What follows belongs to an exercise in optimizing a design on an open flow for small area, a short achievable clock period and few clock cycles per item; a production flow would make more cautious choices.
Function was checked by simulation only, so behaviour that the tests miss may differ from the original.

==> flow/design.v <==
`timescale 1ns / 1ps
module systolic_array_top (
    input sys_clk,
    input sys_rst_n,
    input start,
    output done,
    input [511:0] X,
    input [511:0] Y,
    output [1023:0] Z
);
reg [1:0] cnt [0:15];
wire busy = cnt[0] != 2'd0;
assign done = ~busy;
genvar s, q, j, i;
generate
    for (i = 0; i < 16; i = i + 1) begin : g_cnt
        always @(posedge sys_clk or negedge sys_rst_n) begin
            if (!sys_rst_n) cnt[i] <= 2'd0;
            else if (cnt[i] != 2'd0) cnt[i] <= cnt[i] + 2'd1;
            else if (start) cnt[i] <= 2'd1;
        end
    end
endgenerate
reg [15:0] zs [0:63];
reg [15:0] zc [0:63];
generate
    for (s = 0; s < 8; s = s + 1) begin : g_row
        for (j = 0; j < 2; j = j + 1) begin : g_x
            wire [7:0] x0 = X[8 * (64 - 8 * s - j) - 1 -: 8];
            wire [7:0] x1 = X[8 * (64 - 8 * s - j - 2) - 1 -: 8];
            wire [7:0] x2 = X[8 * (64 - 8 * s - j - 4) - 1 -: 8];
            wire [7:0] x3 = X[8 * (64 - 8 * s - j - 6) - 1 -: 8];
            wire [1:0] h = cnt[s];
            wire [7:0] xo = h[1] ? (h[0] ? x3 : x2) : (h[0] ? x1 : x0);
        end
    end
    for (q = 0; q < 8; q = q + 1) begin : g_col
        for (j = 0; j < 2; j = j + 1) begin : g_y
            wire [1:0] h = cnt[8 + q];
            wire [3:0] onev [0:3];
            wire [3:0] twov [0:3];
            wire [3:0] negv [0:3];
            for (i = 0; i < 4; i = i + 1) begin : g_h
                wire [7:0] ya = Y[8 * (64 - 8 * (2 * i + j) - q) - 1 -: 8];
                assign onev[i] = {ya[6] ^ ya[5], ya[4] ^ ya[3], ya[2] ^ ya[1], ya[0]};
                assign twov[i] = {(ya[7] & ~ya[6] & ~ya[5]) | (~ya[7] & ya[6] & ya[5]),
                                  (ya[5] & ~ya[4] & ~ya[3]) | (~ya[5] & ya[4] & ya[3]),
                                  (ya[3] & ~ya[2] & ~ya[1]) | (~ya[3] & ya[2] & ya[1]),
                                  ya[1] & ~ya[0]};
                assign negv[i] = {ya[7], ya[5], ya[3], ya[1]};
            end
            wire [3:0] one = onev[h];
            wire [3:0] two = twov[h];
            wire [3:0] neg = negv[h];
        end
    end
    for (s = 0; s < 8; s = s + 1) begin : g_pe_row
        for (q = 0; q < 8; q = q + 1) begin : g_pe
            wire [15:0] so, co;
            wire [7:0] x0 = g_row[s].g_x[0].xo;
            wire [3:0] one0 = g_col[q].g_y[0].one;
            wire [3:0] two0 = g_col[q].g_y[0].two;
            wire [3:0] neg0 = g_col[q].g_y[0].neg;
            wire [7:0] x1 = g_row[s].g_x[1].xo;
            wire [3:0] one1 = g_col[q].g_y[1].one;
            wire [3:0] two1 = g_col[q].g_y[1].two;
            wire [3:0] neg1 = g_col[q].g_y[1].neg;
            wire bs = cnt[s] != 2'd0;
            wire [15:0] sa = bs ? zs[8 * s + q] : 16'd0;
            wire [15:0] ca = bs ? zc[8 * s + q] : 16'd0;
            wire [8:0] x0a = {x0[7], x0};
            wire [8:0] x0b = {x0, 1'b0};
            wire b0_0_0 = ((x0a[0] & one0[0]) | (x0b[0] & two0[0])) ^ neg0[0];
            wire b0_0_1 = ((x0a[1] & one0[0]) | (x0b[1] & two0[0])) ^ neg0[0];
            wire b0_0_2 = ((x0a[2] & one0[0]) | (x0b[2] & two0[0])) ^ neg0[0];
            wire b0_0_3 = ((x0a[3] & one0[0]) | (x0b[3] & two0[0])) ^ neg0[0];
            wire b0_0_4 = ((x0a[4] & one0[0]) | (x0b[4] & two0[0])) ^ neg0[0];
            wire b0_0_5 = ((x0a[5] & one0[0]) | (x0b[5] & two0[0])) ^ neg0[0];
            wire b0_0_6 = ((x0a[6] & one0[0]) | (x0b[6] & two0[0])) ^ neg0[0];
            wire b0_0_7 = ((x0a[7] & one0[0]) | (x0b[7] & two0[0])) ^ neg0[0];
            wire b0_0_8 = ~(((x0a[8] & one0[0]) | (x0b[8] & two0[0])) ^ neg0[0]);
            wire b0_1_0 = ((x0a[0] & one0[1]) | (x0b[0] & two0[1])) ^ neg0[1];
            wire b0_1_1 = ((x0a[1] & one0[1]) | (x0b[1] & two0[1])) ^ neg0[1];
            wire b0_1_2 = ((x0a[2] & one0[1]) | (x0b[2] & two0[1])) ^ neg0[1];
            wire b0_1_3 = ((x0a[3] & one0[1]) | (x0b[3] & two0[1])) ^ neg0[1];
            wire b0_1_4 = ((x0a[4] & one0[1]) | (x0b[4] & two0[1])) ^ neg0[1];
            wire b0_1_5 = ((x0a[5] & one0[1]) | (x0b[5] & two0[1])) ^ neg0[1];
            wire b0_1_6 = ((x0a[6] & one0[1]) | (x0b[6] & two0[1])) ^ neg0[1];
            wire b0_1_7 = ((x0a[7] & one0[1]) | (x0b[7] & two0[1])) ^ neg0[1];
            wire b0_1_8 = ~(((x0a[8] & one0[1]) | (x0b[8] & two0[1])) ^ neg0[1]);
            wire b0_2_0 = ((x0a[0] & one0[2]) | (x0b[0] & two0[2])) ^ neg0[2];
            wire b0_2_1 = ((x0a[1] & one0[2]) | (x0b[1] & two0[2])) ^ neg0[2];
            wire b0_2_2 = ((x0a[2] & one0[2]) | (x0b[2] & two0[2])) ^ neg0[2];
            wire b0_2_3 = ((x0a[3] & one0[2]) | (x0b[3] & two0[2])) ^ neg0[2];
            wire b0_2_4 = ((x0a[4] & one0[2]) | (x0b[4] & two0[2])) ^ neg0[2];
            wire b0_2_5 = ((x0a[5] & one0[2]) | (x0b[5] & two0[2])) ^ neg0[2];
            wire b0_2_6 = ((x0a[6] & one0[2]) | (x0b[6] & two0[2])) ^ neg0[2];
            wire b0_2_7 = ((x0a[7] & one0[2]) | (x0b[7] & two0[2])) ^ neg0[2];
            wire b0_2_8 = ~(((x0a[8] & one0[2]) | (x0b[8] & two0[2])) ^ neg0[2]);
            wire b0_3_0 = ((x0a[0] & one0[3]) | (x0b[0] & two0[3])) ^ neg0[3];
            wire b0_3_1 = ((x0a[1] & one0[3]) | (x0b[1] & two0[3])) ^ neg0[3];
            wire b0_3_2 = ((x0a[2] & one0[3]) | (x0b[2] & two0[3])) ^ neg0[3];
            wire b0_3_3 = ((x0a[3] & one0[3]) | (x0b[3] & two0[3])) ^ neg0[3];
            wire b0_3_4 = ((x0a[4] & one0[3]) | (x0b[4] & two0[3])) ^ neg0[3];
            wire b0_3_5 = ((x0a[5] & one0[3]) | (x0b[5] & two0[3])) ^ neg0[3];
            wire b0_3_6 = ((x0a[6] & one0[3]) | (x0b[6] & two0[3])) ^ neg0[3];
            wire b0_3_7 = ((x0a[7] & one0[3]) | (x0b[7] & two0[3])) ^ neg0[3];
            wire b0_3_8 = ~(((x0a[8] & one0[3]) | (x0b[8] & two0[3])) ^ neg0[3]);
            wire [8:0] x1a = {x1[7], x1};
            wire [8:0] x1b = {x1, 1'b0};
            wire b1_0_0 = ((x1a[0] & one1[0]) | (x1b[0] & two1[0])) ^ neg1[0];
            wire b1_0_1 = ((x1a[1] & one1[0]) | (x1b[1] & two1[0])) ^ neg1[0];
            wire b1_0_2 = ((x1a[2] & one1[0]) | (x1b[2] & two1[0])) ^ neg1[0];
            wire b1_0_3 = ((x1a[3] & one1[0]) | (x1b[3] & two1[0])) ^ neg1[0];
            wire b1_0_4 = ((x1a[4] & one1[0]) | (x1b[4] & two1[0])) ^ neg1[0];
            wire b1_0_5 = ((x1a[5] & one1[0]) | (x1b[5] & two1[0])) ^ neg1[0];
            wire b1_0_6 = ((x1a[6] & one1[0]) | (x1b[6] & two1[0])) ^ neg1[0];
            wire b1_0_7 = ((x1a[7] & one1[0]) | (x1b[7] & two1[0])) ^ neg1[0];
            wire b1_0_8 = ~(((x1a[8] & one1[0]) | (x1b[8] & two1[0])) ^ neg1[0]);
            wire b1_1_0 = ((x1a[0] & one1[1]) | (x1b[0] & two1[1])) ^ neg1[1];
            wire b1_1_1 = ((x1a[1] & one1[1]) | (x1b[1] & two1[1])) ^ neg1[1];
            wire b1_1_2 = ((x1a[2] & one1[1]) | (x1b[2] & two1[1])) ^ neg1[1];
            wire b1_1_3 = ((x1a[3] & one1[1]) | (x1b[3] & two1[1])) ^ neg1[1];
            wire b1_1_4 = ((x1a[4] & one1[1]) | (x1b[4] & two1[1])) ^ neg1[1];
            wire b1_1_5 = ((x1a[5] & one1[1]) | (x1b[5] & two1[1])) ^ neg1[1];
            wire b1_1_6 = ((x1a[6] & one1[1]) | (x1b[6] & two1[1])) ^ neg1[1];
            wire b1_1_7 = ((x1a[7] & one1[1]) | (x1b[7] & two1[1])) ^ neg1[1];
            wire b1_1_8 = ~(((x1a[8] & one1[1]) | (x1b[8] & two1[1])) ^ neg1[1]);
            wire b1_2_0 = ((x1a[0] & one1[2]) | (x1b[0] & two1[2])) ^ neg1[2];
            wire b1_2_1 = ((x1a[1] & one1[2]) | (x1b[1] & two1[2])) ^ neg1[2];
            wire b1_2_2 = ((x1a[2] & one1[2]) | (x1b[2] & two1[2])) ^ neg1[2];
            wire b1_2_3 = ((x1a[3] & one1[2]) | (x1b[3] & two1[2])) ^ neg1[2];
            wire b1_2_4 = ((x1a[4] & one1[2]) | (x1b[4] & two1[2])) ^ neg1[2];
            wire b1_2_5 = ((x1a[5] & one1[2]) | (x1b[5] & two1[2])) ^ neg1[2];
            wire b1_2_6 = ((x1a[6] & one1[2]) | (x1b[6] & two1[2])) ^ neg1[2];
            wire b1_2_7 = ((x1a[7] & one1[2]) | (x1b[7] & two1[2])) ^ neg1[2];
            wire b1_2_8 = ~(((x1a[8] & one1[2]) | (x1b[8] & two1[2])) ^ neg1[2]);
            wire b1_3_0 = ((x1a[0] & one1[3]) | (x1b[0] & two1[3])) ^ neg1[3];
            wire b1_3_1 = ((x1a[1] & one1[3]) | (x1b[1] & two1[3])) ^ neg1[3];
            wire b1_3_2 = ((x1a[2] & one1[3]) | (x1b[2] & two1[3])) ^ neg1[3];
            wire b1_3_3 = ((x1a[3] & one1[3]) | (x1b[3] & two1[3])) ^ neg1[3];
            wire b1_3_4 = ((x1a[4] & one1[3]) | (x1b[4] & two1[3])) ^ neg1[3];
            wire b1_3_5 = ((x1a[5] & one1[3]) | (x1b[5] & two1[3])) ^ neg1[3];
            wire b1_3_6 = ((x1a[6] & one1[3]) | (x1b[6] & two1[3])) ^ neg1[3];
            wire b1_3_7 = ((x1a[7] & one1[3]) | (x1b[7] & two1[3])) ^ neg1[3];
            wire b1_3_8 = ~(((x1a[8] & one1[3]) | (x1b[8] & two1[3])) ^ neg1[3]);
            wire t0, t1, t2, t3, t4, t5, t6, t7, t8, t9, t10, t11, t12, t13, t14, t15, t16, t17, t18, t19, t20, t21, t22, t23, t24, t25, t26, t27, t28, t29, t30, t31, t32, t33, t34, t35, t36, t37, t38, t39, t40, t41, t42, t43, t44, t45, t46, t47, t48, t49, t50, t51, t52, t53, t54, t55, t56, t57, t58, t59, t60, t61, t62, t63, t64, t65, t66, t67, t68, t69, t70, t71, t72, t73, t74, t75, t76, t77, t78, t79, t80, t81, t82, t83, t84, t85, t86, t87, t88, t89, t90, t91, t92, t93, t94, t95, t96, t97, t98, t99, t100, t101, t102, t103, t104, t105, t106, t107, t108, t109, t110, t111, t112, t113, t114, t115, t116, t117, t118, t119, t120, t121, t122, t123, t124, t125, t126, t127, t128, t129, t130, t131, t132, t133, t134, t135, t136, t137, t138, t139, t140, t141, t142, t143, t144, t145, t146, t147, t148, t149, t150, t151, t152, t153, t154, t155, t156, t157, t158, t159, t160, t161, t162, t163, t164, t165, t166, t167, t168, t169, t170, t171, t172, t173, t174, t175, t176, t177, t178, t179, t180, t181, t182, t183, t184, t185, t186, t187, t188, t189;
            ha_cell u_ha0 (.a(b0_0_4), .b(b0_1_2), .s(t0), .co(t1));
            fa_cell u_fa1 (.a(b0_0_6), .b(b0_1_4), .c(b0_2_2), .s(t2), .co(t3));
            ha_cell u_ha2 (.a(b0_3_0), .b(neg0[3]), .s(t4), .co(t5));
            fa_cell u_fa3 (.a(b0_0_7), .b(b0_1_5), .c(b0_2_3), .s(t6), .co(t7));
            ha_cell u_ha4 (.a(b0_3_1), .b(b1_0_7), .s(t8), .co(t9));
            fa_cell u_fa5 (.a(b0_0_8), .b(b0_1_6), .c(b0_2_4), .s(t10), .co(t11));
            ha_cell u_ha6 (.a(b0_3_2), .b(b1_0_8), .s(t12), .co(t13));
            fa_cell u_fa7 (.a(b0_1_7), .b(b0_2_5), .c(b0_3_3), .s(t14), .co(t15));
            ha_cell u_ha8 (.a(b0_1_8), .b(b0_2_6), .s(t16), .co(t17));
            fa_cell u_fa9 (.a(b0_0_2), .b(b0_1_0), .c(neg0[1]), .s(t18), .co(t19));
            ha_cell u_ha10 (.a(b0_0_3), .b(b0_1_1), .s(t20), .co(t21));
            fa_cell u_fa11 (.a(t0), .b(b0_2_0), .c(neg0[2]), .s(t22), .co(t23));
            fa_cell u_fa12 (.a(b1_0_4), .b(b1_1_2), .c(b1_2_0), .s(t24), .co(t25));
            fa_cell u_fa13 (.a(b0_0_5), .b(b0_1_3), .c(b0_2_1), .s(t26), .co(t27));
            fa_cell u_fa14 (.a(b1_0_5), .b(b1_1_3), .c(b1_2_1), .s(t28), .co(t29));
            ha_cell u_ha15 (.a(sa[5]), .b(ca[5]), .s(t30), .co(t31));
            fa_cell u_fa16 (.a(t2), .b(t4), .c(b1_0_6), .s(t32), .co(t33));
            fa_cell u_fa17 (.a(b1_1_4), .b(b1_2_2), .c(b1_3_0), .s(t34), .co(t35));
            fa_cell u_fa18 (.a(neg1[3]), .b(sa[6]), .c(ca[6]), .s(t36), .co(t37));
            fa_cell u_fa19 (.a(t6), .b(t8), .c(b1_1_5), .s(t38), .co(t39));
            fa_cell u_fa20 (.a(b1_2_3), .b(b1_3_1), .c(sa[7]), .s(t40), .co(t41));
            fa_cell u_fa21 (.a(ca[7]), .b(t3), .c(t5), .s(t42), .co(t43));
            fa_cell u_fa22 (.a(t10), .b(t12), .c(b1_1_6), .s(t44), .co(t45));
            fa_cell u_fa23 (.a(b1_2_4), .b(b1_3_2), .c(sa[8]), .s(t46), .co(t47));
            fa_cell u_fa24 (.a(ca[8]), .b(t7), .c(t9), .s(t48), .co(t49));
            fa_cell u_fa25 (.a(t14), .b(b1_1_7), .c(b1_2_5), .s(t50), .co(t51));
            fa_cell u_fa26 (.a(b1_3_3), .b(sa[9]), .c(ca[9]), .s(t52), .co(t53));
            fa_cell u_fa27 (.a(1'b1), .b(t11), .c(t13), .s(t54), .co(t55));
            fa_cell u_fa28 (.a(t16), .b(b0_3_4), .c(b1_1_8), .s(t56), .co(t57));
            fa_cell u_fa29 (.a(b1_2_6), .b(b1_3_4), .c(sa[10]), .s(t58), .co(t59));
            fa_cell u_fa30 (.a(ca[10]), .b(1'b1), .c(t15), .s(t60), .co(t61));
            fa_cell u_fa31 (.a(b0_2_7), .b(b0_3_5), .c(b1_2_7), .s(t62), .co(t63));
            fa_cell u_fa32 (.a(b1_3_5), .b(sa[11]), .c(ca[11]), .s(t64), .co(t65));
            fa_cell u_fa33 (.a(b0_2_8), .b(b0_3_6), .c(b1_2_8), .s(t66), .co(t67));
            ha_cell u_ha34 (.a(b1_3_6), .b(sa[12]), .s(t68), .co(t69));
            fa_cell u_fa35 (.a(b0_0_0), .b(neg0[0]), .c(b1_0_0), .s(t70), .co(t71));
            ha_cell u_ha36 (.a(b0_0_1), .b(b1_0_1), .s(t72), .co(t73));
            fa_cell u_fa37 (.a(t18), .b(b1_0_2), .c(b1_1_0), .s(t74), .co(t75));
            ha_cell u_ha38 (.a(neg1[1]), .b(sa[2]), .s(t76), .co(t77));
            fa_cell u_fa39 (.a(t20), .b(b1_0_3), .c(b1_1_1), .s(t78), .co(t79));
            fa_cell u_fa40 (.a(sa[3]), .b(ca[3]), .c(t19), .s(t80), .co(t81));
            fa_cell u_fa41 (.a(t22), .b(t24), .c(neg1[2]), .s(t82), .co(t83));
            fa_cell u_fa42 (.a(sa[4]), .b(ca[4]), .c(t21), .s(t84), .co(t85));
            fa_cell u_fa43 (.a(t26), .b(t28), .c(t30), .s(t86), .co(t87));
            fa_cell u_fa44 (.a(t1), .b(t23), .c(t25), .s(t88), .co(t89));
            fa_cell u_fa45 (.a(t32), .b(t34), .c(t36), .s(t90), .co(t91));
            fa_cell u_fa46 (.a(t27), .b(t29), .c(t31), .s(t92), .co(t93));
            fa_cell u_fa47 (.a(t38), .b(t40), .c(t42), .s(t94), .co(t95));
            fa_cell u_fa48 (.a(t33), .b(t35), .c(t37), .s(t96), .co(t97));
            fa_cell u_fa49 (.a(t44), .b(t46), .c(t48), .s(t98), .co(t99));
            fa_cell u_fa50 (.a(t39), .b(t41), .c(t43), .s(t100), .co(t101));
            fa_cell u_fa51 (.a(t50), .b(t52), .c(t54), .s(t102), .co(t103));
            fa_cell u_fa52 (.a(t45), .b(t47), .c(t49), .s(t104), .co(t105));
            fa_cell u_fa53 (.a(t56), .b(t58), .c(t60), .s(t106), .co(t107));
            fa_cell u_fa54 (.a(t51), .b(t53), .c(t55), .s(t108), .co(t109));
            fa_cell u_fa55 (.a(t62), .b(t64), .c(t17), .s(t110), .co(t111));
            fa_cell u_fa56 (.a(t57), .b(t59), .c(t61), .s(t112), .co(t113));
            fa_cell u_fa57 (.a(t66), .b(t68), .c(ca[12]), .s(t114), .co(t115));
            fa_cell u_fa58 (.a(1'b1), .b(t63), .c(t65), .s(t116), .co(t117));
            fa_cell u_fa59 (.a(b0_3_7), .b(b1_3_7), .c(sa[13]), .s(t118), .co(t119));
            fa_cell u_fa60 (.a(ca[13]), .b(t67), .c(t69), .s(t120), .co(t121));
            fa_cell u_fa61 (.a(b0_3_8), .b(b1_3_8), .c(sa[14]), .s(t122), .co(t123));
            ha_cell u_ha62 (.a(ca[14]), .b(1'b1), .s(t124), .co(t125));
            ha_cell u_ha63 (.a(t70), .b(neg1[0]), .s(t126), .co(t127));
            fa_cell u_fa64 (.a(t72), .b(sa[1]), .c(ca[1]), .s(t128), .co(t129));
            fa_cell u_fa65 (.a(t74), .b(t76), .c(ca[2]), .s(t130), .co(t131));
            fa_cell u_fa66 (.a(t78), .b(t80), .c(t75), .s(t132), .co(t133));
            fa_cell u_fa67 (.a(t82), .b(t84), .c(t79), .s(t134), .co(t135));
            fa_cell u_fa68 (.a(t86), .b(t88), .c(t83), .s(t136), .co(t137));
            fa_cell u_fa69 (.a(t90), .b(t92), .c(t87), .s(t138), .co(t139));
            fa_cell u_fa70 (.a(t94), .b(t96), .c(t91), .s(t140), .co(t141));
            fa_cell u_fa71 (.a(t98), .b(t100), .c(t95), .s(t142), .co(t143));
            fa_cell u_fa72 (.a(t102), .b(t104), .c(t99), .s(t144), .co(t145));
            fa_cell u_fa73 (.a(t106), .b(t108), .c(t103), .s(t146), .co(t147));
            fa_cell u_fa74 (.a(t110), .b(t112), .c(t107), .s(t148), .co(t149));
            fa_cell u_fa75 (.a(t114), .b(t116), .c(t111), .s(t150), .co(t151));
            fa_cell u_fa76 (.a(t118), .b(t120), .c(t115), .s(t152), .co(t153));
            fa_cell u_fa77 (.a(t122), .b(t124), .c(t119), .s(t154), .co(t155));
            fa_cell u_fa78 (.a(sa[15]), .b(ca[15]), .c(t123), .s(t156), .co(t157));
            ha_cell u_ha79 (.a(t126), .b(sa[0]), .s(t158), .co(t159));
            fa_cell u_fa80 (.a(t128), .b(t71), .c(t127), .s(t160), .co(t161));
            fa_cell u_fa81 (.a(t130), .b(t73), .c(t129), .s(t162), .co(t163));
            fa_cell u_fa82 (.a(t132), .b(t77), .c(t131), .s(t164), .co(t165));
            fa_cell u_fa83 (.a(t134), .b(t81), .c(t133), .s(t166), .co(t167));
            fa_cell u_fa84 (.a(t136), .b(t85), .c(t135), .s(t168), .co(t169));
            fa_cell u_fa85 (.a(t138), .b(t89), .c(t137), .s(t170), .co(t171));
            fa_cell u_fa86 (.a(t140), .b(t93), .c(t139), .s(t172), .co(t173));
            fa_cell u_fa87 (.a(t142), .b(t97), .c(t141), .s(t174), .co(t175));
            fa_cell u_fa88 (.a(t144), .b(t101), .c(t143), .s(t176), .co(t177));
            fa_cell u_fa89 (.a(t146), .b(t105), .c(t145), .s(t178), .co(t179));
            fa_cell u_fa90 (.a(t148), .b(t109), .c(t147), .s(t180), .co(t181));
            fa_cell u_fa91 (.a(t150), .b(t113), .c(t149), .s(t182), .co(t183));
            fa_cell u_fa92 (.a(t152), .b(t117), .c(t151), .s(t184), .co(t185));
            fa_cell u_fa93 (.a(t154), .b(t121), .c(t153), .s(t186), .co(t187));
            fa_cell u_fa94 (.a(t156), .b(t125), .c(t155), .s(t188), .co(t189));
            assign so = {t188, t186, t184, t182, t180, t178, t176, t174, t172, t170, t168, t166, t164, t162, t160, t158};
            assign co = {t187, t185, t183, t181, t179, t177, t175, t173, t171, t169, t167, t165, t163, t161, t159, ca[0]};
            always @(posedge sys_clk) begin
                if (start | bs) begin
                    zs[8 * s + q] <= so;
                    zc[8 * s + q] <= co;
                end
            end
            assign Z[16 * (64 - 8 * s - q) - 1 -: 16] = zs[8 * s + q] + zc[8 * s + q];
        end
    end
endgenerate
endmodule
module fa_cell (input wire a, input wire b, input wire c, output wire s, output wire co);
assign s = a ^ b ^ c;
assign co = (a & b) | (a & c) | (b & c);
endmodule
module ha_cell (input wire a, input wire b, output wire s, output wire co);
assign s = a ^ b;
assign co = a & b;
endmodule
==> flow/run.sh <==
#!/bin/bash
# synth_recipe.tcl (not shown) runs the flow's synth.tcl, then flattens the netlist and writes it again
# the make line also repeats each setting of config.mk as NAME=value (left out here)
make -C /OpenROAD-flow-scripts/flow DESIGN_CONFIG=/design/flow/config.mk WORK_HOME=/design/flow/orfs CLKGATE_MAP_FILE= SYNTH_SCRIPT=/design/flow/synth_recipe.tcl finish
==> flow/config.mk <==
export PLATFORM = sky130hd
export DESIGN_NAME = systolic_array_top
export DESIGN_NICKNAME = systolic_array_top
export VERILOG_FILES = /design/flow/design.v
export SDC_FILE = /design/flow/constraint.sdc
export NUM_CORES = 4
export LEC_CHECK = 0
export CAP_MARGIN = 30
export CORE_MARGIN = 2
export CORE_UTILIZATION = 28
export PLACE_DENSITY = 0.35
export SETUP_SLACK_MARGIN = 3.5
export SLEW_MARGIN = 30
export SYNTH_HIERARCHICAL = 1
export SYNTH_MINIMUM_KEEP_SIZE = 0
==> flow/constraint.sdc <==
create_clock -name core_clock -period 10.0 [get_ports {sys_clk}]
set_input_delay 2.0000 -clock core_clock [delete_from_list [all_inputs] [get_ports {sys_clk}]]
set_output_delay 2.0000 -clock core_clock [all_outputs]
set_load 0.01 [all_outputs]
==> parameters.txt <==
Parameter                              Value

Status
  Status  no timing/DRC/antenna violations

Clock network
  Number of clock sinks    around 2,000
  Insertion delay of the later-clocked pin in the worst-skew pair    1.11 ns
  Cts bufs inserted    344
  Number of levels in the clock H-tree    5
  Buffers from clock root to sink, at most    5
  Number of buffers inserted for hold repair after clock tree synthesis    0
  Cell chosen for the clock root    sky130_fd_sc_hd__clkbuf_16
  TritonCTS clock tree    done
  Register clock-pin slew on the reported worst setup and hold paths    approximately 0.060 ns

Min path
  Hold path startpoint    cnt[12][0]$_DFFE_PN0P_
  Hold WC Path Type    reg -> reg

Drt
  Final routed wirelength across all metal layers    1,700,000 um
  Router iterations before antenna repair    9
  Remaining antenna violation count    0
  Drt drc    0
  Average detailed-routed wire length per instance    around 38 um
  Routed via count    246,864
  Mean number of vias per cell    around 5.4
  Initial drt markers    around 23,000

Synthesis
  Portion of netlist area occupied by mux cells    between 1 and 1.5%
  Share of synthesized area occupied by flip-flops and latches    between 10% and 20%
  Post-synth EDFFs    1,984
  Number of storage elements in the synthesis netlist    just over 2,000
  Synth Area per Inst    11.2 sq um
  Async S/R FF share, synth    under 10%
  Total number of yosys warnings    10
  Most used DFF post-synth    sky130_fd_sc_hd__edfxtp_1
  Largest family of logic cells by synthesized area    adder cells
  Number of instances in the synthesized netlist    between 20,000 and 30,000
  Post-synthesis share of cell area spent on and, or, nand and nor gates    7.76%
  Area of the mapped netlist    0.324 sq mm
  Distinct cell type count after synthesis    78
  Synth Area in Adders    39.6%
  Xor-xnor portion of the synthesized cell area    between 10% and 20%
  Compound-gate portion of the synthesized area    between 10% and 20%

Critical path
  Worst EP arrival    7.29 ns
  Required time of the worst setup path    10.81 ns
  Start point of the critical path    X[75]
  Type of element launching the critical path    input port
  R2R setup slack    3.69 ns
  Critical path capture point type    flop
  Maximum fanout along the worst path    25
  Startpoint of the worst register-to-register path    cnt[14][0]$_DFFE_PN0P_
  Setup CP Type    in -> reg

Finish
  Final std cell area, no fill    0.379 sq mm
  Area growth from synthesis to final layout    16.9%
  Share of cells above drive strength 1    7.71%
  Final design utilization    32.8%
  Layout net count    37,817

Global routing
  Global router's overall resource usage    around 29%
  Pin count of the biggest net entering global routing    109
  Initial antenna violation count    between 200 and 250
  Total congestion overflow after global routing    0
  Number of global-route vias before repair    268,573
  Global-route wire length before repair    2,320,000 um

Floorplanning
  Initial Util    28.1%
  Number of placement rows    395
  Height of the die    1080 um
  Overall die width    around 1100 um
  I/O pin count    2,052
  Area of the core    1.16 sq mm
  DIE AREA    about 1.2 sq mm

STA
  Setup Skew    0.0850 ns
  Final cycle utilization of the critical path    64.8%
  RSZ-0062 raised after global routing    true
  Total count of max-transition violations in the final report    0
  Final critical path time including I/O delays and setup    6.48 ns
  Slew Limit Headroom    between 10% and 20%
  Final setup violating endpoints    0
  Number of hold violations in the final report    0
  Slew at the pin with the worst max-slew slack    approximately 1.3 ns
  Final total negative setup slack    0 ns
  Maximum achievable frequency    between 150 and 200 MHz

Placement
  Post-placement cell area    0.365 sq mm
  Number of buffers inserted by port buffering    2,051
  Placer congestion estimate    0.859
  HPWL reported at the end of detailed placement    1,240,000 um

Flow run
  Maximum Capacitance Violations    0
[registers in the layout (all words and copies together) (netlist names)]
signal / cells
zc: 960
zs: 1024
cnt: 32
[area by class of cell]
type | count | area, sq um
Timing Repair Buffer | 2976 | 30800
Inverter | 231 | 872
Antenna cell | 91 | 228
Clock inverter | 172 | 1520
Clock buffer | 438 | 9280
Multi-Input combinational cell | 24133 | 257000
Tap cell | 15284 | 19100
Sequential cell | 2016 | 60400
Fill cell | 116188 | 777000
[per-layer routing]
metal / GRT usage (%) / vias up / wire [um]
met1: 37.6 / 133859 / 718000
met2: 46.7 / 9845 / 788000
met4: 11.9 / 48 / 86600
met5: 0 / - / 323
li1: - / 101201 / -
met3: 4.82 / 1911 / 109000
[cells in the final DEF (no fill, tap or decap), types with 131 or more instances in the layout]
| master | instances |
|---|---|
| sky130_fd_sc_hd__fa_1 | 5305 |
| sky130_fd_sc_hd__xnor2_1 | 4554 |
| sky130_fd_sc_hd__a22oi_1 | 3605 |
| sky130_fd_sc_hd__nor2b_1 | 2088 |
| sky130_fd_sc_hd__edfxtp_1 | 1984 |
| sky130_fd_sc_hd__clkdlybuf4s50_1 | 1934 |
| sky130_fd_sc_hd__ha_1 | 1762 |
| sky130_fd_sc_hd__nand2_1 | 1454 |
| sky130_fd_sc_hd__xor2_1 | 846 |
| sky130_fd_sc_hd__buf_4 | 646 |
| sky130_fd_sc_hd__nor2_1 | 573 |
| sky130_fd_sc_hd__a21oi_1 | 546 |
| sky130_fd_sc_hd__o21ai_0 | 437 |
| sky130_fd_sc_hd__clkbuf_16 | 354 |
| sky130_fd_sc_hd__a21o_1 | 281 |
| sky130_fd_sc_hd__conb_1 | 256 |
| sky130_fd_sc_hd__buf_12 | 240 |
| sky130_fd_sc_hd__inv_1 | 221 |
| sky130_fd_sc_hd__o21a_1 | 181 |
| sky130_fd_sc_hd__o21bai_1 | 143 |
| sky130_fd_sc_hd__a222oi_1 | 131 |
[kinds of logic (layout without fill, tap and decap cells)]
kind of cell | after synthesis | in the layout
AOI/OAI and AO/OA | 6177 | 6178
DFF | 2016 | 2016
muxes | 189 | 189
other | 1 | 347
xor gates and xnor gates | 5593 | 5593
adders and majority gates | 7088 | 7088
and+or+nand+nor | 4829 | 4829
buffers and inverters | 2945 | 3817
[modules after synthesis, one instance, submodules excluded]
module              area [sq um]  copies in the design  flops+latches  cells inside
systolic_array_top        209000                     1           2016         22758
fa_cell                     20.0                  5248              0             1
ha_cell                     12.5                   832              0             1
[cells in the mapped netlist, types with 32 or more instances]
master                     number  area (sq um)
sky130_fd_sc_hd__a211oi_1     128           961
sky130_fd_sc_hd__a21o_1       283          2120
sky130_fd_sc_hd__a21oi_1      678          3390
sky130_fd_sc_hd__a222oi_1     131          1310
sky130_fd_sc_hd__a22oi_1     3606         27100
sky130_fd_sc_hd__a31o_2        35           307
sky130_fd_sc_hd__a31oi_1       72           450
sky130_fd_sc_hd__a32oi_1       34           298
sky130_fd_sc_hd__and2_1        45           282
sky130_fd_sc_hd__and3_1        39           244
sky130_fd_sc_hd__buf_1        467          1750
sky130_fd_sc_hd__buf_2       1374          6880
sky130_fd_sc_hd__buf_4         83           623
sky130_fd_sc_hd__buf_6        101          1140
sky130_fd_sc_hd__clkbuf_1     689          2590
sky130_fd_sc_hd__dfrtp_1       32           801
sky130_fd_sc_hd__edfxtp_1    1984         59600
sky130_fd_sc_hd__fa_1        5312        106000
sky130_fd_sc_hd__ha_1        1776         22200
sky130_fd_sc_hd__inv_1        222           833
sky130_fd_sc_hd__mux2i_1       46           460
sky130_fd_sc_hd__mux4_2       128          2880
sky130_fd_sc_hd__nand2_1     1454          5460
sky130_fd_sc_hd__nand2b_1     128           801
sky130_fd_sc_hd__nand3_1       35           175
sky130_fd_sc_hd__nand3b_1      43           323
sky130_fd_sc_hd__nor2_1       577          2170
sky130_fd_sc_hd__nor2b_1     2090         13100
sky130_fd_sc_hd__nor3_1       125           626
sky130_fd_sc_hd__nor3b_1       81           608
sky130_fd_sc_hd__o211ai_1      60           450
sky130_fd_sc_hd__o21a_1       186          1400
sky130_fd_sc_hd__o21ai_0      474          2370
sky130_fd_sc_hd__o21ai_1       78           390
sky130_fd_sc_hd__o21bai_1     157          1180
sky130_fd_sc_hd__o22ai_1       57           357
sky130_fd_sc_hd__o31ai_1       36           270
sky130_fd_sc_hd__or2_1         55           344
sky130_fd_sc_hd__or2_2         49           307
sky130_fd_sc_hd__or3_1         47           294
sky130_fd_sc_hd__xnor2_1     4682         41000
sky130_fd_sc_hd__xor2_1       911          7980
[metrics by stage]
stage          hold slack, ns  setup slack (ns)  cells
2_1_floorplan           0.500              3.93  29093
5_1_grt                 0.569              3.45  45293
6_report                0.544              3.52  45341
3_5_place_dp            0.534              2.19  44593
3_3_place_gp            0.528              1.89  44572
4_1_cts                 0.541              3.25  45219
[timing repair]
action / 4_1_cts / 5_1_grt
setup buffers: 16 / 27
gates cloned: 0 / 1
endpoints found under the setup margin: 274 / 504
gates resized for setup: 457 / 130
pin swaps: 64 / 53
[worst max-delay path, cell delays in order]
cell	delay (ns)
sky130_fd_sc_hd__clkdlybuf4s50_1	0.47
sky130_fd_sc_hd__mux4_4	0.97
sky130_fd_sc_hd__buf_4	0.41
sky130_fd_sc_hd__a22oi_1	0.39
sky130_fd_sc_hd__xnor2_1	0.18
sky130_fd_sc_hd__fa_1	0.48
sky130_fd_sc_hd__fa_1	0.53
sky130_fd_sc_hd__fa_1	0.52
sky130_fd_sc_hd__fa_1	0.53
sky130_fd_sc_hd__fa_1	0.48
[final timing paths]
| kind | to | depth (start not counted) |
|---|---|---|
| worst min-delay path | cnt[12][0]$_DFFE_PN0P_ | 1 |
| max in group asynchronous | cnt[2][1]$_DFFE_PN0P_ | 3 |
| min in group asynchronous | cnt[14][0]$_DFFE_PN0P_ | 1 |
| worst min register to register | cnt[12][0]$_DFFE_PN0P_ | 1 |
| worst max register to register | zs[22][5]$_DFFE_PP_ | 15 |
| worst max-delay path | zs[49][6]$_DFFE_PP_ | 10 |
Testbench counts, summed over its fixed seeds: cycles 6,400, items 1,600.

-- afterwards: timing with drivers on the ports --
No port has a modelled driver above. Below, the same layout with a new extraction and two added sets of constraints. Step 1, drivers: a clkbuf_16 drives sys_clk and a buf_2 each remaining input, both assumed. Step 2 adds t to the input delays and takes it off the output delays; t is the mean of the earliest and latest rising clock arrival at the registers after step 1. Input paths then give back, and output paths get back, about the clock's delay inside the block. Slacks: ideal ports / drivers / drivers and shift; pairs: ideal ports / drivers.
t, ns: 1.244
slack for setup (ns): 3.518 / 3.404 / 2.312
clock arrival spread, ns: 0.095 / 0.095
worst register clock-pin slew, ns: 0.07 / 0.07
worst slew at a driven data input, ns: 0.21
After both steps this run still meets setup and hold. The setup slack of this run moves by -0.114 ns with the drivers and by -1.206 ns with both steps.
